What follows belongs to an exercise in optimizing a design on an open flow for small area, a short achievable clock period and few clock cycles per item; a production flow would make more cautious choices. Only simulation tests tie the RTL to the original design; equivalence was not proved.

$ cat flow/run.sh
#!/bin/bash
# synth_recipe.tcl (not shown) runs the flow's synth.tcl, then flattens the netlist and writes it again
# the make line also repeats each setting of config.mk as NAME=value (left out here)
make -C /OpenROAD-flow-scripts/flow DESIGN_CONFIG=/design/flow/config.mk WORK_HOME=/design/flow/orfs CLKGATE_MAP_FILE= SYNTH_SCRIPT=/design/flow/synth_recipe.tcl finish
$ cat flow/config.mk
export PLATFORM = sky130hd
export DESIGN_NAME = exprgrad_matmul
export DESIGN_NICKNAME = exprgrad_matmul
export VERILOG_FILES = /design/flow/design.v
export SDC_FILE = /design/flow/constraint.sdc
export NUM_CORES = 4
export LEC_CHECK = 0
export CAP_MARGIN = 20
export CORE_MARGIN = 2
export CORE_UTILIZATION = 40
export PLACE_DENSITY = 0.6
export SLEW_MARGIN = 20
$ cat flow/constraint.sdc
create_clock -name core_clock -period 11.0 [get_ports {clock}]
set_input_delay 2.2000 -clock core_clock [delete_from_list [all_inputs] [get_ports {clock}]]
set_output_delay 2.2000 -clock core_clock [all_outputs]
set_load 0.01 [all_outputs]
$ cat flow/design.v
module exprgrad_matmul(
  input  wire        clock,
  input  wire        reset,
  input  wire        start,
  input  wire        wr_en,
  input  wire        wr_sel,
  input  wire [3:0]  wr_addr,
  input  wire [15:0] wr_data,
  input  wire [3:0]  rd_addr,
  output wire [15:0] rd_data,
  output wire        done
);
  wire [0:0] value35;
  wire [1:0] value37;
  wire [0:0] value38;
  wire [15:0] value39;
  wire [0:0] value40;
  wire [15:0] value41;
  wire [0:0] value42;
  wire [15:0] value43;
  wire [0:0] value44;
  wire [0:0] value45;
  wire [0:0] value46;
  wire [0:0] value47;
  wire [0:0] value48;
  wire [1:0] value49;
  wire [1:0] value50;
  wire [1:0] value51;
  wire [15:0] value52;
  wire [15:0] value53;
  wire [15:0] value54;
  wire [15:0] value55;
  wire [15:0] value56;
  wire [15:0] value57;
  wire [15:0] value58;
  wire [15:0] value59;
  wire [0:0] value60;
  wire [31:0] value61;
  wire [15:0] value62;
  wire [15:0] value63;
  wire [31:0] value64;
  wire [15:0] value65;
  wire [15:0] value66;
  wire [15:0] value67;
  wire [31:0] value68;
  wire [15:0] value69;
  wire [15:0] value70;
  wire [15:0] value71;
  wire [31:0] value72;
  wire [31:0] value73;
  wire [15:0] value74;
  wire [15:0] value75;
  wire [15:0] value76;
  wire [0:0] value78;
  wire [0:0] value79;
  wire [0:0] value81;
  reg [1:0] value80;
  reg [15:0] value82_iter2;
  reg [15:0] value84_iter0;
  reg [15:0] value86_iter1;
  reg [15:0] mem0[15:0];
  reg [15:0] mem1[15:0];
  reg [15:0] mem2[15:0];
  integer i;
  assign value35 = (value80 == 2'b00);
  assign value81 = (value80 == 2'b10);
  assign value37 = (start ? 2'b01 : value80);
  assign value38 = (value80 == 2'b11);
  assign value39 = (value84_iter0 + 16'b0000000000000001);
  assign value40 = (value39 == 16'b0000000000000100);
  assign value41 = (value86_iter1 + 16'b0000000000000001);
  assign value42 = (value41 == 16'b0000000000000100);
  assign value43 = (value82_iter2 + 16'b0000000000000001);
  assign value44 = (value43 == 16'b0000000000000100);
  assign value45 = (value42 & value44);
  assign value46 = (value40 & value45);
  assign value47 = (value38 & value46);
  assign value48 = (value80 == 2'b01);
  assign value49 = (value48 ? 2'b11 : value80);
  assign value50 = (value47 ? 2'b10 : value49);
  assign value51 = ((value35 | value81) ? value37 : value50);
  assign value52 = (value44 ? 16'b0000000000000000 : value43);
  assign value53 = (value38 ? value52 : value82_iter2);
  assign value54 = (value40 ? 16'b0000000000000000 : value39);
  assign value55 = (value45 ? value54 : value84_iter0);
  assign value56 = (value38 ? value55 : value84_iter0);
  assign value57 = (value42 ? 16'b0000000000000000 : value41);
  assign value58 = (value44 ? value57 : value86_iter1);
  assign value59 = (value38 ? value58 : value86_iter1);
  assign value60 = (value80 == 2'b11);
  assign value61 = ($signed(value84_iter0) * $signed(16'b0000000000000100));
  assign value62 = value61[15:0];
  assign value63 = (value82_iter2 + value62);
  assign value64 = ($signed(value84_iter0) * $signed(16'b0000000000000100));
  assign value65 = value64[15:0];
  assign value66 = (value86_iter1 + value65);
  assign value67 = mem1[value66[3:0]];
  assign value68 = ($signed(value86_iter1) * $signed(16'b0000000000000100));
  assign value69 = value68[15:0];
  assign value70 = (value82_iter2 + value69);
  assign value71 = mem2[value70[3:0]];
  assign value72 = ($signed(value67) * $signed(value71));
  assign value73 = (value72 >> 8);
  assign value74 = value73[15:0];
  assign value75 = mem0[value63[3:0]];
  assign value76 = (value74 + value75);
  assign value78 = (wr_en & (value35 | value81) & ~wr_sel);
  assign value79 = (wr_en & (value35 | value81) & wr_sel);
  always @(posedge clock) begin
    if (reset) begin
      value80 <= 2'b00;
      value82_iter2 <= 16'b0000000000000000;
      value84_iter0 <= 16'b0000000000000000;
      value86_iter1 <= 16'b0000000000000000;
    end else begin
      value80 <= value51;
      value82_iter2 <= value53;
      value84_iter0 <= value56;
      value86_iter1 <= value59;
    end
  end
  always @(posedge clock) begin
    if (value48) begin
      for (i = 0; i < 16; i = i + 1)
        mem0[i] <= 16'b0000000000000000;
    end else if (value60) begin
      mem0[value63[3:0]] <= value76;
    end
    if (value78) begin
      mem1[wr_addr] <= wr_data;
    end
    if (value79) begin
      mem2[wr_addr] <= wr_data;
    end
  end
  assign rd_data = mem0[rd_addr];
  assign done = value81;
endmodule
==> impl_results.md, run 1 <==
* Routability congestion estimate at between 0.8 and 0.9
* Nets at 3344
* Unrepaired setup endpoints after global routing: false
* Cell Area, Synth at around 43000 um^2
* CTS tree: yes
* Crit. End Element: flop
* Gr usage total at 0.2021
* Worst slew pin tran at 1.124 ns
* DIE WIDTH at 333.7 um
* Final Hold Viols at 0
* Die ar. at about 110000 um^2
* Vias/cell at 5.635
* Grt total ovfl at 0
* Async SR Flop Fraction at 0
* Yosys reg bits at 818
* Sequential share of the synthesized area at 0.5534
* Number of clock sinks at 818
* Max FO, Critical Path at 28
* Via Count at 25390
* Number of setup buffers added after CTS at 0
* IO Port Bufs at 45
* Dpl hpwl at 71910 um
* Total negative slack at 0 ns
* N_diodes at 0
* Hold/Removal Path Class: reg2reg
* Area grow syn2layout at 11.84%
* Synth cell types at 71
* Clk root buf: clkbuf_16
* Setup CP Type: reg2reg
* Cts hold-fix bufs at 0
* # DRC at 0
* CTS Buffer Depth at 3
* Routed len/inst at approximately 25 um
* Ratio of cells with drive above 1 in the final layout at 0.1921
* Vias in the first global route at 26600
* DRT iter0 DRCs at 2877
* Initial Util at 0.4045
* Placement row count at 120
* Dpl cells at around 4300
* Die Y at 333.7 um
* Max-cap viol count at 0
* Syn Nets at 3260
* Post-Route WL at 111500 um
* WP data arrival at around 10 ns
* Worst rel slew slack at 0.2489
* Run status: complete, no violations
* Minimum clock period at between 10 and 15 ns
* Initial antenna violation count at 1
* Number of CTS-inserted buffers at 87
* Ys Warns at 1
* Worst-path clk slew at 0.06 ns
* Latest clock arrival within the worst-skew pair at 0.68 ns
* Main synth FF type: edfxtp_1
* Core outline area at 107500 um^2
* CTS H-tree lvls at 3
* Crit path buf inv count at 9
* Fin cells at 4506
* Post-CTS Resized at 0
* CP delay by family, top: adder cells
* Slowest CP cell: mux4_2
* Post-synth EDFFs at 768
* Routed Antenna Nets at 0
* Final setup fails at 0
* I/O Pins at 46
* Drt pass-1 iters at 7
* Largest net degree at the start of global routing at 69
* Slowest stage delay, CP at ~0.65 ns
* CP Launch Type: flop
* Fmax at 0.09970 GHz
* Clock Skews at around 0.047 ns
* Final period util at 0.9119
* Max Slew Vio Count at 0
* CP required at roughly 11 ns
* Syn Inst Count at 2950
* Syn avg cell area at 14.74 um^2
* First-pass GRT wire length at roughly 170000 um
-- flip-flops by register name (all words and copies together) (netlist names) --
| signal | flops |
|---|---|
| mem1 | 256 |
| value86_iter1 | 16 |
| mem0 | 256 |
| value80 | 2 |
| mem2 | 256 |
| value82_iter2 | 16 |
| value84_iter0 | 16 |
-- logic make-up after synthesis --
kind of cell    count (synthesis)  synth area share
flops                         818            0.5534
fa+ha+maj                     281            0.1131
mux                           348            0.1683
simple gates                  820           0.08253
compound gates                169           0.02434
xor+xnor                       75           0.01663
buf+inv                       439           0.04158
-- final timing paths --
| check | start | end | slack (ns) | depth (start not counted) |
|---|---|---|---|---|
| setup / recovery | value86_iter1[1] | mem0[4][15] | 0.97 | 34 |
| hold / removal | value86_iter1[7] | value86_iter1[7] | 0.51 | 2 |
| setup reg to reg | value86_iter1[1] | mem0[4][15] | 0.97 | 34 |
| hold reg to reg | value86_iter1[7] | value86_iter1[7] | 0.51 | 2 |
-- cell usage after synthesis (all sizes together), types with 9 or more instances --
cell / number / share of area
edfxtp: 768 / 0.53
nor2: 441 / 0.039
mux4: 298 / 0.16
inv: 281 / 0.024
fa: 187 / 0.086
nand2: 184 / 0.016
clkbuf: 96 / 0.0083
ha: 94 / 0.027
o21ai: 63 / 0.0078
buf: 62 / 0.0090
dfxtp: 50 / 0.023
a21oi: 43 / 0.0050
xnor2: 43 / 0.0092
and3: 30 / 0.0043
nand2b: 30 / 0.0043
xor2: 29 / 0.0058
mux2i: 27 / 0.0062
nand3: 26 / 0.0031
nor2b: 25 / 0.0036
mux2: 23 / 0.0060
nor3: 16 / 0.0020
and2: 14 / 0.0020
o21a: 13 / 0.0022
nand4: 11 / 0.0016
or3: 9 / 0.0013
-- layout make-up --
type | count | area [um^2]
clock inverter | 44 | 440.4
inverter | 281 | 1055
sequential | 818 | 24080
tap | 1403 | 1755
clock buffer | 114 | 2320
multi-input combinational | 1693 | 17700
fill | 9361 | 58880
timing repair buffer | 153 | 1277
-- placed cells by master, fill, tap and decap left out, types with 6 or more instances in the layout --
| cell | synthesis | routed |
|---|---|---|
| mux2i_1 | 27 | 27 |
| clkdlybuf4s50_1 | 0 | 35 |
| mux2_2 | 23 | 23 |
| o21ai_0 | 47 | 44 |
| clkbuf_16 | 0 | 88 |
| and3_1 | 30 | 30 |
| nor4_1 | 7 | 7 |
| clkinv_1 | 0 | 17 |
| nand2_1 | 184 | 179 |
| nor3_1 | 15 | 15 |
| o21ai_1 | 12 | 15 |
| o211ai_1 | 6 | 6 |
| or3_1 | 9 | 9 |
| nand2b_1 | 30 | 30 |
| clkbuf_1 | 95 | 24 |
| mux4_1 | 21 | 21 |
| xor2_1 | 29 | 27 |
| mux4_2 | 277 | 277 |
| xnor2_1 | 40 | 39 |
| inv_1 | 281 | 281 |
| a21oi_1 | 42 | 42 |
| buf_2 | 16 | 9 |
| a211oi_1 | 7 | 6 |
| a31oi_1 | 7 | 7 |
| or2_2 | 6 | 6 |
| nand3_1 | 25 | 25 |
| a21o_1 | 7 | 7 |
| nor2_1 | 431 | 419 |
| and2_1 | 14 | 14 |
| ha_1 | 94 | 93 |
| edfxtp_1 | 768 | 768 |
| o21a_1 | 13 | 13 |
| buf_4 | 2 | 101 |
| nor2b_1 | 25 | 25 |
| nand4_1 | 11 | 11 |
| clkinv_2 | 0 | 11 |
| dfxtp_1 | 50 | 46 |
| fa_1 | 187 | 187 |
| nor2_2 | 10 | 20 |
-- metrics by stage --
stage / setup WS, ns / hold WS, ns / cell area (um^2) / utilization
after floorplan: 1.118 / 0.4700 / 43480 / -
final: 0.9696 / 0.5093 / 48630 / 0.4523
after detailed placement: 1.045 / 0.4968 / 45850 / 0.4265
after CTS: 1.007 / 0.5044 / 48610 / 0.4522
after global placement: 1.201 / 0.4850 / 45810 / 0.4261
after global routing: 0.5625 / 0.5513 / 48630 / 0.4523
-- metal layers --
layer	share of wire	global-route usage	vias up
met4	0.023	0.05607	2
met2	0.49	0.3387	1121
li1	-	-	10910
met3	0.076	0.03120	183
met1	0.41	0.2752	13170
met5	0.000099	0	-
-- worst register-to-register path: cells and delay by family, from the launching register on --
kind | cells | cell delay [ns]
fa+ha+maj | 8 | 3.64
compound gates | 9 | 1.85
buf+inv | 9 | 1.79
mux | 2 | 1.04
flops | 1 | 0.63
xor+xnor | 2 | 0.44
simple gates | 4 | 0.39
Testbench counts, summed over its fixed seeds: cycles 4,812, jobs 48.
==> run 2: changes to the inputs <==
==> flow/design.v (replaced) <==
module exprgrad_matmul(
  input  wire        clock,
  input  wire        reset,
  input  wire        start,
  input  wire        wr_en,
  input  wire        wr_sel,
  input  wire [3:0]  wr_addr,
  input  wire [15:0] wr_data,
  input  wire [3:0]  rd_addr,
  output wire [15:0] rd_data,
  output wire        done
);
  reg [15:0] ma  [0:15];    
  reg [15:0] mb  [0:15];    
  reg [15:0] mc  [0:15];    
  reg [15:0] acc [0:15];    
  reg        busy;          
  reg        done_r;
  reg        slow;          
  reg [3:0]  rp;            
  reg [15:0] mask;          
  reg        poison;        
  reg [3:0]  empty;         
  reg        v0;
  reg [1:0]  k0, j0;
  reg [15:0] d0;
  reg        fin0;
  reg        v1;
  reg [1:0]  j1;
  reg [15:0] p1 [0:3];
  reg        fin1;
  wire ready = ~busy;
  wire we    = wr_en & ready;
  wire we_a  = we & ~wr_sel;
  wire we_b  = we & wr_sel;
  wire go    = start & ready;
  wire fast  = ~poison & (&mask);
  wire copy  = fin1;
  integer i, n;
  function [15:0] fxmul(input [15:0] a, input [15:0] b);
    reg [31:0] p;
    begin
      p = $signed(a) * $signed(b);
      fxmul = p[23:8];
    end
  endfunction
  reg [15:0] acc_d [0:15];
  always @* begin
    for (n = 0; n < 16; n = n + 1)
      acc_d[n] = acc[n];
    if (v1)
      for (i = 0; i < 4; i = i + 1)
        acc_d[i*4+j1] = (empty[j1] ? 16'd0 : acc[i*4+j1]) + p1[i];
  end
  always @(posedge clock) begin
    if (reset) begin
      busy <= 1'b0;
      done_r <= 1'b0;
      slow <= 1'b0;
      mask <= 16'd0;
      poison <= 1'b0;
      empty <= 4'hf;
      v0 <= 1'b0;
      v1 <= 1'b0;
      fin0 <= 1'b0;
      fin1 <= 1'b0;
    end else begin
      v0 <= we_b | slow;
      fin0 <= slow & (rp == 4'd15);
      v1 <= v0;
      fin1 <= fin0;
      if (v1) empty[j1] <= 1'b0;
      if (we_a && (mask[{wr_addr[1:0], 2'b00} +: 4] != 4'd0)) poison <= 1'b1;
      if (we_b) begin
        if (mask[wr_addr]) poison <= 1'b1;
        mask[wr_addr] <= 1'b1;
      end
      if (slow && rp == 4'd15) slow <= 1'b0;
      if (go) begin
        busy <= 1'b1;
        done_r <= 1'b0;
        if (fast) begin
          fin1 <= 1'b1;
        end else begin
          slow <= 1'b1;
          v1 <= 1'b0;
          empty <= 4'hf;
        end
      end
      if (copy) begin
        busy <= 1'b0;
        done_r <= 1'b1;
        mask <= 16'd0;
        poison <= 1'b0;
        empty <= 4'hf;
      end
    end
  end
  always @(posedge clock) begin
    if (go) rp <= 4'd0;
    else if (slow) rp <= rp + 4'd1;
  end
  always @(posedge clock) begin
    if (slow) begin
      k0 <= rp[3:2];
      j0 <= rp[1:0];
      d0 <= mb[rp];
    end else begin
      k0 <= wr_addr[3:2];
      j0 <= wr_addr[1:0];
      d0 <= wr_data;
    end
  end
  always @(posedge clock) begin
    j1 <= j0;
    for (i = 0; i < 4; i = i + 1)
      p1[i] <= fxmul(ma[i*4+k0], d0);
  end
  always @(posedge clock) begin
    if (we_a) ma[wr_addr] <= wr_data;
    if (we_b) mb[wr_addr] <= wr_data;
    for (n = 0; n < 16; n = n + 1) begin
      acc[n] <= acc_d[n];
      if (copy) mc[n] <= acc_d[n];
    end
  end
  assign rd_data = mc[rd_addr];
  assign done = done_r;
endmodule
==> run 2 against run 1 <==
Still clean on timing, DRC and antenna. Via count increased by 82%. Die area increased by 69%. Count of clock-buffer cells in the layout is 45 higher. First-iteration DRC count rose by 28%. Sequential cell count up 328. Area after synthesis is 70% higher. Utilization decreased by 1.2 points. Worst hold slack got worse by 0.17 ns. Global-route usage grew 0.96 points. Critical endpoint is now p1[2][15].
==> impl_results.md, run 2 <==
* Initial antenna violation count at 9 (+8)
* Syn Inst Count at 6320 (+110%)
* Top cells by area, synth: edfxtp_1, fa_1, dfxtp_1, mux4_2, ha_1
* Async SR Flop Fraction at 0 (unchanged)
* Critical path cell sequence: buf_4, mux4_2, and2_1, fa_1, inv_1, fa_1, fa_1, fa_1, inv_1, fa_1, inv_1, fa_1, inv_1, ha_1, a21o_1, a221o_1, a41o_1, nand2_1, nand3_1, a311oi_1, nor2b_1, o21a_1, nor2_1, xnor2_1
* Final period util at 0.7277 (-0.1841)
* Post-synth top cells: inv_1, nand2_1, edfxtp_1, fa_1, and2_1
* Top-area cell type share of the netlist area at 0.3125 (-0.2179)
* Slowest CP cell: dfxtp_4
* Run status: complete, no violations
* Grt total ovfl at 0 (unchanged)
* Most frequent cells in the layout: inv_1, nand2_1, edfxtp_1
* Routed len/inst at 22.23 um (-10%)
* CP required at 11.63 ns (+0.23 ns)
* Unrepaired setup endpoints after global routing: false
* Initial Util at 0.4027 (-0.001791)
* CP Launch Type: flop
* Worst-path clk slew at 0.07 ns (about the same)
* DIE WIDTH at 433.5 um (+30%)
* Crit. End Element: flop
* Syn avg cell area at 11.68 um^2 (-21%)
* Hold/Removal Path Class: reg2reg
* IO Port Bufs at 45 (unchanged)
* Cell taking the most area after synthesis: edfxtp_1
* Placement row count at 157 (+31%)
* Syn Nets at 7443 (+130%)
* Nets at 7396 (+120%)
* CTS H-tree lvls at 3 (unchanged)
* First-pass GRT wire length at 299500 um (+78%)
* Clock Skews at 0.04018 ns (-0.007314 ns)
* Ratio of cells with drive above 1 in the final layout at 0.08793 (-0.1041)
* Number of setup buffers added after CTS at 0 (unchanged)
* I/O Pins at 46 (unchanged)
* Number of CTS-inserted buffers at 113 (+30%)
* Setup CP Type: reg2reg
* Routed Antenna Nets at 0 (unchanged)
* Min Hold Slack at 0.3437 ns (-0.1656 ns)
* Crit path buf inv count at 5 (-4)
* Clk root buf: clkbuf_16
* Post-Route WL at 196400 um (+76%)
* Slowest stage delay, CP at 0.85 ns (+0.20 ns)
* Max FO, Critical Path at 37 (+32%)
* CTS Buffer Depth at 3 (unchanged)
* Largest net degree at the start of global routing at 144 (+110%)
* Commonest non-fill, non-tap cell in the layout: inv_1
* Final setup fails at 0 (unchanged)
* Cell Area, Synth at 73800 um^2 (+70%)
* Drt pass-1 iters at 5 (-2)
* Critical path's most frequent cell: fa_1
* Post-CTS Resized at 0 (unchanged)
* Fmax at 0.1249 GHz (+25%)
* Synth cell types at 72 (+1.4%)
* Worst slew pin tran at 1.189 ns (+0.06522 ns)
* Sequential share of the synthesized area at 0.4150 (-0.1384)
* Area grow syn2layout at 9.333%
* Top-count cell post-synth: inv_1
* Die ar. at 188000 um^2 (+69%)
* # DRC at 0 (unchanged)
* Core outline area at 183300 um^2 (+70%)
* Number of clock sinks at 1146 (+40%)
* Final Hold Viols at 0 (unchanged)
* Worst rel slew slack at 0.2072 (-0.04167)
* Post-place setup slack at 2.912 ns (+1.867 ns)
* Post-synth EDFFs at 768 (unchanged)
* Main synth FF type: edfxtp_1
* WP data arrival at 8.64 ns (-1.79 ns)
* Yosys reg bits at 1146 (+40%)
* Dpl hpwl at 133900 um (+86%)
* CTS tree: yes
* Via Count at 46150 (+82%)
* Minimum clock period at 8.005 ns (-2.025 ns)
* Stages on worst setup path at 24 (-29%)
* Vias/cell at 5.223 (-7.3%)
* Max Slew Vio Count at 0 (unchanged)
* DRT iter0 DRCs at 3693 (+28%)
* Routability congestion estimate at 0.8443 (-3.4%)
* Die Y at 433.5 um (+30%)
* Cell depth of the worst min-delay path at 0 (-2)
* Ys Warns at 5 (+4)
* Vias in the first global route at 48560 (+83%)
* CP delay by family, top: adder cells
* Worst reg2reg path depth at 24 (-29%)
* Cts hold-fix bufs at 0 (unchanged)
* Final worst slack at 2.995 ns (+2.025 ns)
* Total negative slack at 0 ns (unchanged)
* Gr usage total at 0.2117 (+0.009604)
* Latest clock arrival within the worst-skew pair at 0.76 ns (+0.08 ns)
* Max-cap viol count at 0 (unchanged)
run 2: final timing paths:
path	from	endpoint	slack [ns]
min reg2reg	j0[0]	j1[0]	0.34
max reg2reg	k0[0]	p1[2][15]	2.99
min	j0[0]	j1[0]	0.34
max	k0[0]	p1[2][15]	2.99
run 2: cell type report:
cell class                      instances  area, um^2
Antenna cell                            2       5.005
Fill cell                           16840      102600
Timing Repair Buffer                  142        1196
Tap cell                             2464        3083
Inverter                             1009        3787
Clock inverter                         52       416.7
Clock buffer                          159        3224
Sequential cell                      1146       30670
Multi-Input combinational cell       3861       38300
run 2: worst register-to-register path, stage by stage (launching register included):
cell,delay (ns)
dfxtp_4,0.85
buf_4,0.56
mux4_2,0.76
and2_1,0.26
fa_1,0.53
inv_1,0.05
fa_1,0.46
fa_1,0.51
fa_1,0.56
inv_1,0.05
fa_1,0.47
inv_1,0.05
fa_1,0.47
inv_1,0.04
ha_1,0.35
a21o_1,0.18
a221o_1,0.37
a41o_1,0.24
nand2_1,0.08
nand3_1,0.16
a311oi_1,0.37
nor2b_1,0.11
o21a_1,0.20
nor2_1,0.11
xnor2_1,0.07
run 2: kinds of logic (layout without fill, tap and decap cells):
family          count (synthesis)  count (layout)  share of synthesized area
compound gates                632             632                    0.05480
xor+xnor                      186             186                    0.02207
fa+ha+maj                    1094            1094                     0.2616
buf+inv                      1313            1362                    0.06697
flops                        1146            1146                     0.4150
mux                           235             235                    0.06799
other cells                     0               2                          0
simple gates                 1714            1714                     0.1116
run 2: through the flow:
step	std cells	instance area (um^2)	utilization
6_report	8835	80690	0.4402
5_1_grt	8833	80680	0.4402
4_1_cts	8832	80670	0.4402
3_5_place_dp	8621	77030	0.4203
3_3_place_gp	8621	77030	0.4203
2_1_floorplan	6320	73800	-
run 2: per-layer routing:
metal  global-route usage  share of wire
met1               0.2831           0.42
met2               0.3564           0.48
met3              0.02773          0.059
met4              0.06917          0.034
met5                    0       0.000066
Testbench counts of run 2, summed over its fixed seeds: cycles 1,740, jobs 48.
==> run 3: changes to the inputs <==
--- a/flow/design.v
+++ b/flow/design.v
@@ -27,6 +27,3 @@
   reg        fin0;
-  reg        v1;
-  reg [1:0]  j1;
-  reg [15:0] p1 [0:3];
-  reg        fin1;
+  reg        copy;          
   wire ready = ~busy;
@@ -37,9 +34,31 @@
   wire fast  = ~poison & (&mask);
-  wire copy  = fin1;
   integer i, n;
-  function [15:0] fxmul(input [15:0] a, input [15:0] b);
-    reg [31:0] p;
+  reg [7:0] b_one, b_two, b_neg;
+  always @* begin
+    for (i = 0; i < 8; i = i + 1) begin : enc
+      reg bm1, bb0, bb1;
+      bm1 = (i == 0) ? 1'b0 : d0[2*i-1];
+      bb0 = d0[2*i];
+      bb1 = d0[2*i+1];
+      b_one[i] = bb0 ^ bm1;
+      b_two[i] = (bb1 & ~bb0 & ~bm1) | (~bb1 & bb0 & bm1);
+      b_neg[i] = bb1 & ~(bb0 & bm1);
+    end
+  end
+  localparam [23:0] SIGN_K = 24'd0 - 24'd5570560;  
+  function [15:0] mac(input [15:0] a, input [15:0] c,
+                      input [7:0] one, input [7:0] two, input [7:0] neg);
+    reg [16:0] ae;
+    reg [16:0] r;
+    reg [23:0] s;
+    integer p, q;
     begin
-      p = $signed(a) * $signed(b);
-      fxmul = p[23:8];
+      ae = {a[15], a};
+      s = SIGN_K + {c, 8'd0};
+      for (p = 0; p < 8; p = p + 1) begin
+        for (q = 0; q < 17; q = q + 1)
+          r[q] = ((one[p] & ae[q]) | (two[p] & ((q == 0) ? 1'b0 : ae[q-1]))) ^ neg[p];
+        s = s + ({7'd0, ~r[16], r[15:0]} << (2*p)) + ({23'd0, neg[p]} << (2*p));
+      end
+      mac = s[23:8];
     end
@@ -50,5 +69,5 @@
       acc_d[n] = acc[n];
-    if (v1)
+    if (v0)
       for (i = 0; i < 4; i = i + 1)
-        acc_d[i*4+j1] = (empty[j1] ? 16'd0 : acc[i*4+j1]) + p1[i];
+        acc_d[i*4+j0] = mac(ma[i*4+k0], empty[j0] ? 16'd0 : acc[i*4+j0], b_one, b_two, b_neg);
   end
@@ -63,5 +82,4 @@
       v0 <= 1'b0;
-      v1 <= 1'b0;
       fin0 <= 1'b0;
-      fin1 <= 1'b0;
+      copy <= 1'b0;
     end else begin
@@ -69,5 +87,4 @@
       fin0 <= slow & (rp == 4'd15);
-      v1 <= v0;
-      fin1 <= fin0;
-      if (v1) empty[j1] <= 1'b0;
+      copy <= fin0;
+      if (v0) empty[j0] <= 1'b0;
       if (we_a && (mask[{wr_addr[1:0], 2'b00} +: 4] != 4'd0)) poison <= 1'b1;
@@ -82,6 +99,5 @@
         if (fast) begin
-          fin1 <= 1'b1;
+          copy <= 1'b1;
         end else begin
           slow <= 1'b1;
-          v1 <= 1'b0;
           empty <= 4'hf;
@@ -114,7 +130,2 @@
   always @(posedge clock) begin
-    j1 <= j0;
-    for (i = 0; i < 4; i = i + 1)
-      p1[i] <= fxmul(ma[i*4+k0], d0);
-  end
-  always @(posedge clock) begin
     if (we_a) ma[wr_addr] <= wr_data;
@@ -123,3 +134,3 @@
       acc[n] <= acc_d[n];
-      if (copy) mc[n] <= acc_d[n];
+      if (copy) mc[n] <= acc[n];
     end
==> run 3 against run 2 <==
Final cell count down 24%. Global-route usage up 1.5 points. Clock skew up 0.015 ns. Die area down 14%. Worst setup slack better by 0.34 ns. Non-clock buffer count up 38. Critical path type unchanged. Critical endpoint is now acc[11][12]. Highest routed layer unchanged.
==> impl_results.md, run 3 <==
* Unrepaired setup endpoints after global routing: false
* Post-synth EDFFs at 1024 (+33%)
* # DRC at 0 (unchanged)
* DIE WIDTH at 401.7 um (-7.4%)
* Main synth FF type: edfxtp_1
* Final period util at 0.6969 (-0.03082)
* CP Launch Type: flop
* Final Hold Viols at 0 (unchanged)
* Dpl cells at 6489 (-25%)
* Critical path cell sequence: buf_4, buf_4, mux4_2, and2_1, fa_1, fa_1, inv_1, fa_1, inv_1, fa_1, ha_1, ha_1, a21oi_1, o21ai_0, o21ai_0, a211oi_4, o21ai_0, nand2_1, xnor2_1, o221ai_1
* Grt total ovfl at 0 (unchanged)
* Ratio of cells with drive above 1 in the final layout at 0.1312 (+0.04326)
* Fmax at 0.1304 GHz (+4.4%)
* Initial antenna violation count at 5 (-4)
* Gr usage total at 0.2263 (+0.01459)
* IO Port Bufs at 45 (unchanged)
* Ys Warns at 4 (-1)
* Minimum clock period at 7.666 ns (-0.3390 ns)
* Number of CTS-inserted buffers at 106 (-6.2%)
* Slowest stage delay, CP at 0.76 ns (-0.09 ns)
* Worst rel slew slack at 0.2704 (+0.06320)
* Syn avg cell area at 13.83 um^2 (+18%)
* Drt pass-1 iters at 6 (+1)
* Number of setup buffers added after CTS at 0 (unchanged)
* Async SR Flop Fraction at 0 (unchanged)
* Critical path's most frequent cell: fa_1
* First-pass GRT wire length at 270700 um (-9.6%)
* Routed len/inst at 27.38 um (+23%)
* Min Hold Slack at 0.4139 ns (+0.07021 ns)
* Fin cells at 6686 (-24%)
* CTS tree: yes
* Latest clock arrival within the worst-skew pair at 0.75 ns (about the same)
* Dpl hpwl at 123600 um (-7.7%)
* Max Slew Vio Count at 0 (unchanged)
* Area grow syn2layout at 10.06%
* Top cells by area, synth: edfxtp_1, fa_1, mux4_2, a22oi_1, ha_1
* Setup CP Type: reg2reg
* Core outline area at 156600 um^2 (-15%)
* Grt met1 use at 0.3143 (+0.03116)
* Worst-path clk slew at 0.06 ns (about the same)
* Final setup fails at 0 (unchanged)
* Met2 usage at 0.3659 (+0.009515)
* Routed Antenna Nets at 0 (unchanged)
* Cell taking the most area after synthesis: edfxtp_1
* Design area at 69620 um^2 (-14%)
* Total negative slack at 0 ns (unchanged)
* Top-count cell post-synth: edfxtp_1
* Cell Area, Synth at 63250 um^2 (-14%)
* Crit. End Element: flop
* WP data arrival at 8.08 ns (-0.56 ns)
* Slowest CP cell: xnor2_1
* Hold/Removal Path Class: reg2reg
* Crit path buf inv count at 4 (-1)
* Vias in the first global route at 39460 (-19%)
* Synth cell types at 76 (+5.6%)
* Sequential share of the synthesized area at 0.5036 (+0.08852)
* Clk root buf: clkbuf_16
* CP delay by family, top: adder cells
* CTS Buffer Depth at 3 (unchanged)
* R2r startpoint: j0[0]
* Routability congestion estimate at 0.8858 (+4.9%)
* Syn Nets at 5204 (-30%)
* Flop-to-flop setup slack at 3.33 ns (+0.34 ns)
* Clock Skews at 0.05531 ns (+0.01513 ns)
* Placement row count at 145 (-7.6%)
* Yosys reg bits at 1079 (-5.8%)
* Cts hold-fix bufs at 0 (unchanged)
* Worst hold path startpoint: acc[7][11]
* Nets at 5170 (-30%)
* Max FO, Critical Path at 31 (-16%)
* Initial Util at 0.4040 (+0.001321)
* Number of clock sinks at 1079 (-5.8%)
* Run status: complete, no violations
* Post-Route WL at 183000 um (-6.8%)
* I/O Pins at 46 (unchanged)
* Grt met3 use at 0.03681 (+0.009077)
* Syn Inst Count at 4574 (-28%)
* Final worst slack at 3.334 ns (+0.3390 ns)
* Post-DP Area at 66220 um^2 (-14%)
* Max-cap viol count at 0 (unchanged)
* Commonest non-fill, non-tap cell in the layout: edfxtp_1
* Post-synth top cells: edfxtp_1, a22oi_1, fa_1, inv_1, xnor2_1
* Post-place setup slack at 3.259 ns (+0.3470 ns)
* Largest net degree at the start of global routing at 86 (-40%)
* Via Count at 38800 (-16%)
* Gr busiest metal: met2
* DRT iter0 DRCs at 4212 (+14%)
* Die Y at 401.7 um (-7.4%)
* Worst slew pin tran at 1.090 ns (-0.09893 ns)
* Vias/cell at 5.803 (+11%)
* CTS H-tree lvls at 3 (unchanged)
* Post-CTS Resized at 0 (unchanged)
* Die ar. at 161300 um^2 (-14%)
* Launch point of the worst path: j0[0]
* Top-area cell type share of the netlist area at 0.4861 (+0.1736)
* Most frequent cells in the layout: edfxtp_1, a22oi_1, fa_1
* CP required at 11.41 ns (-0.22 ns)
[run 3: cell types whose count changed after synthesis, sizes merged, moves of 256 or more]
cell	delta
and2	-408
a22oi	+370
dfxtp	-323
edfxtp	+256
fa	-380
inv	-673
nand2	-497
[run 3: area by class of cell]
cell class,instances,area [um^2]
Antenna cell,1,2.502
Clock buffer,132,2811
Clock inverter,63,575.6
Fill cell,13910,86950
Inverter,334,1256
Multi-Input combinational cell,2839,29050
Sequential cell,1079,31880
Tap cell,2058,2575
Timing Repair Buffer,180,1466
[run 3: logic make-up after synthesis]
group,synth area share
muxes,0.08597
DFF,0.5036
xor gates and xnor gates,0.06868
adders and majority gates,0.1626
and+or+nand+nor,0.04540
AOI/OAI and AO/OA,0.09360
buffers and inverters,0.04023
[run 3: worst paths after layout]
path	to	cells after the start
max	acc[11][12]	20
min	mc[7][11]	0
max reg2reg	acc[11][12]	20
min reg2reg	mc[7][11]	0
[run 3: per-layer routing]
layer | part of all wire | wire length [um] | up-vias
met5 | 0.00015 | 28 | -
met4 | 0.031 | 5662 | 4
met3 | 0.075 | 13680 | 310
met2 | 0.47 | 86750 | 1686
met1 | 0.42 | 76910 | 20020
li1 | - | - | 16780
[run 3: per-stage QoR]
step | util
final | 0.4446
after floorplan | -
after detailed placement | 0.4229
after global routing | 0.4446
after CTS | 0.4446
after global placement | 0.4229
Testbench counts of run 3, summed over its fixed seeds: cycles 1,740, jobs 48.
==> run 4: changes to the inputs <==
--- a/flow/config.mk
+++ b/flow/config.mk
@@ -9,4 +9,5 @@
 export CORE_MARGIN = 2
-export CORE_UTILIZATION = 40
-export PLACE_DENSITY = 0.6
+export CORE_UTILIZATION = 55
+export PLACE_DENSITY = 0.7
+export SETUP_SLACK_MARGIN = 4.8
 export SLEW_MARGIN = 20
==> run 4 against run 3 <==
Still clean on timing, DRC and antenna. Sequential share of layout area fell by 3.1 points. Sequential cell count did not move. Count of clock-buffer cells in the layout fell by 1. Global-route usage rose by 10 points. First-iteration DRC count rose by 55%. Area after synthesis did not move. Non-clock buffer count rose by 279. Routed wire length rose by 8.5%. Synthesized cell count did not move.
==> impl_results.md, run 4 <==
* Cell Area, Synth at 63250 um^2 (unchanged)
* Top-count cell post-synth: edfxtp_1
* Core outline area at 114200 um^2 (-27%)
* Crit. End Element: flop
* Largest net degree at the start of global routing at 83 (-3.5%)
* DIE WIDTH at 343.1 um (-15%)
* Worst slew pin tran at 1.109 ns (+0.01844 ns)
* IO Port Bufs at 45 (unchanged)
* Crit path buf inv count at 4 (unchanged)
* CTS H-tree lvls at 3 (unchanged)
* Ys Warns at 4 (unchanged)
* Post-synth top cells: edfxtp_1, a22oi_1, fa_1, inv_1, xnor2_1
* WP data arrival at 6.94 ns (-1.14 ns)
* Clk root buf: clkbuf_16
* Synth Area in Compound Gates at 0.09360 (unchanged)
* Main combinational cell family by area after synthesis: adder cells
* Initial antenna violation count at 3 (-2)
* Post-Route WL at 198500 um (+8.5%)
* Number of CTS-inserted buffers at 103 (-2.8%)
* Vias in the first global route at 41870 (+6.1%)
* Critical path's most frequent cell: fa_1
* Placement row count at 124 (-14%)
* Cell taking the most area after synthesis: edfxtp_1
* Mux cell area share after synthesis at 0.08597 (unchanged)
* Syn Inst Count at 4574 (unchanged)
* Fmax at 0.1544 GHz (+18%)
* Final Hold Viols at 0 (unchanged)
* Max-cap viol count at 0 (unchanged)
* Synth cell types at 76 (unchanged)
* Hold/Removal Path Class: reg2reg
* Worst Hold End: mc[4][5]
* Critical path cell sequence: ha_1, buf_4, buf_4, a22oi_1, xor2_1, fa_2, fa_1, fa_2, fa_1, inv_1, fa_1, inv_1, ha_4, nand4_1, a211oi_4, o2111ai_4, and2_4, o31a_1, mux2_2
* Top cells by area, synth: edfxtp_1, fa_1, mux4_2, a22oi_1, ha_1
* Run status: complete, no violations
* CP delay by family, top: adder cells
* Nets at 5471 (+5.8%)
* Cell depth of the worst min-delay path at 0 (unchanged)
* Final period util at 0.5887 (-0.1082)
* Grt total ovfl at 0 (unchanged)
* Total negative slack at 0 ns (unchanged)
* Post-synth EDFFs at 1024 (unchanged)
* Ratio of cells with drive above 1 in the final layout at 0.2414 (+0.1102)
* Via Count at 42760 (+10%)
* Clock Skews at 0.05255 ns (-0.002761 ns)
* Slowest stage delay, CP at 0.59 ns (-0.17 ns)
* Setup CP Type: reg2reg
* Adder-cell share of the synthesized area at 0.1626 (unchanged)
* Syn avg cell area at 13.83 um^2 (unchanged)
* Post-Synth XOR/XNOR Area at 0.06868 (unchanged)
* Die Y at 343.1 um (-15%)
* Main synth FF type: edfxtp_1
* # DRC at 0 (unchanged)
* Worst-path clk slew at 0.06 ns (about the same)
* Max Slew Vio Count at 0 (unchanged)
* CP required at 11.46 ns (+0.05 ns)
* Number of clock sinks at 1079 (unchanged)
* Synth Area in Simple Gates at 0.04540 (unchanged)
* Commonest non-fill, non-tap cell in the layout: edfxtp_1
* DRT iter0 DRCs at 6523 (+55%)
* Async SR Flop Fraction at 0 (unchanged)
* Stages on worst setup path at 19 (-5.0%)
* First-pass GRT wire length at 282200 um (+4.2%)
* CTS Buffer Depth at 3 (unchanged)
* Routed len/inst at 30.83 um (+13%)
* Worst rel slew slack at 0.2609 (-0.009542)
* Slowest CP cell: fa_2
* Min Hold Slack at 0.4260 ns (+0.01210 ns)
* Max FO, Critical Path at 25 (-19%)
* CP Launch Type: flop
* Sequential share of the synthesized area at 0.5036 (unchanged)
* I/O Pins at 46 (unchanged)
* Worst reg2reg path depth at 19 (-5.0%)
* Most frequent cells in the layout: edfxtp_1, a22oi_1, fa_1
* Gr usage total at 0.3291 (+0.1028)
* Final setup fails at 0 (unchanged)
* Area grow syn2layout at 18.03%
* Yosys reg bits at 1079 (unchanged)
* Latest clock arrival within the worst-skew pair at 0.72 ns (-0.03 ns)
* Flop-to-flop setup slack at 4.52 ns (+1.19 ns)
* RR Endpoint: acc[12][13]
* Dpl hpwl at 119300 um (-3.5%)
* Drt pass-1 iters at 7 (+1)
* Routed Antenna Nets at 0 (unchanged)
* Worst hold path startpoint: acc[4][5]
* Syn Nets at 5204 (unchanged)
* Vias/cell at 6.640 (+14%)
* Die ar. at 117700 um^2 (-27%)
* Routability congestion estimate at 0.8961 (+1.2%)
* R2r startpoint: d0[13]
* CTS tree: yes
* Minimum clock period at 6.476 ns (-1.190 ns)
* Top-area cell type share of the netlist area at 0.4861 (unchanged)
* Unrepaired setup endpoints after global routing: true
* Initial Util at 0.5539 (+0.1499)
==> run 4: changes by cell type in the layout (fill, tap and decap cells not counted), sizes merged, moves of 4 or more <==
cell / delta
clkdlybuf4s50: -17
clkinv: -8
dlymetal6s2s: +4
clkbuf: +7
mux4: +21
buf: +274
dlygate4sd2: +10
==> run 4: area by class of cell <==
type	instances	area, um^2
multi-input combinational	2864	31620
clock buffer	131	2693
antenna	3	7.507
timing repair buffer	459	4676
sequential	1079	31890
inverter	334	1282
tap	1512	1892
clock inverter	58	593.1
fill	8018	39530
==> run 4: how the worst max path moves through the flow <==
stage | start | end | slack [ns]
floorplan | k0[0] | acc[12][13] | 4.55
global placement | rd_addr[1] | rd_data[15] | 3.41
detailed placement | k0[0] | acc[11][8] | 3.29
CTS | k0[0] | acc[12][13] | 4.62
global route | k0[0] | acc[1][12] | 4.29
finish | d0[13] | acc[12][13] | 4.52
==> run 4: cell families (layout without fill, tap and decap cells) <==
group,Yosys count,in the layout
other,0,3
AO/OA/AOI/OAI,848,849
buffers and inverters,656,982
AND/OR/NAND/NOR,625,627
adder cells (fa/ha/maj),601,601
XOR/XNOR,492,493
flip-flops,1079,1079
multiplexers,273,294
==> run 4: repair_timing <==
| item | in CTS | in global routing |
|---|---|---|
| buffers inserted | 183 | 90 |
| endpoints found under the setup margin | 268 | 231 |
| pin swaps | 24 | 78 |
| cloned | 21 | 14 |
| hold endpoints to repair | 0 | 0 |
| hold buffers | 0 | 0 |
| resized for setup | 246 | 247 |
==> run 4: stage by stage <==
| stage | worst slack (ns) | std cells | utilization | cell area, um^2 |
|---|---|---|---|---|
| 6_report | 4.524 | 6440 | 0.6538 | 74660 |
| 5_1_grt | 4.285 | 6437 | 0.6538 | 74650 |
| 4_1_cts | 4.617 | 6333 | 0.6342 | 72420 |
| 3_5_place_dp | 3.287 | 5940 | 0.5781 | 66010 |
| 3_3_place_gp | 3.407 | 5939 | 0.5779 | 65990 |
| 2_1_floorplan | 4.547 | 4574 | - | 63900 |
==> run 4: routing by layer <==
metal	routed length (um)	global-route usage
met1	73160	0.4544
met2	90690	0.5107
met3	24430	0.07353
met4	10260	0.1335
met5	0	0

-- separate check: timing with driven ports --
In the flow no input, the clock included, has a driving cell. The finished layouts below were timed again as built, in two steps. Step 1: set_driving_cell puts a clkbuf_16 on clock and a buf_2 on each other input, an assumption about the parent block. Step 2 moves the port delays by t, midway between the first and last clock arrival at a register: inputs arrive t later, outputs are due t later. That takes back most of the time a late clock gives input paths. Slacks: no drivers / after step 1 / after step 2; pairs: no drivers / after step 1.
run	shift t [ns]	slack for setup (ns)	worst register clock-pin slew, ns
run 1	0.730	0.970 / 0.970 / 0.970	0.06 / 0.06
run 2	0.811	2.995 / 2.995 / 2.995	0.07 / 0.07
run 3	0.794	3.334 / 3.334 / 3.334	0.08 / 0.08
run 4	0.770	4.524 / 4.524 / 4.524	0.08 / 0.08
After both steps setup and hold are still met in every run listed.
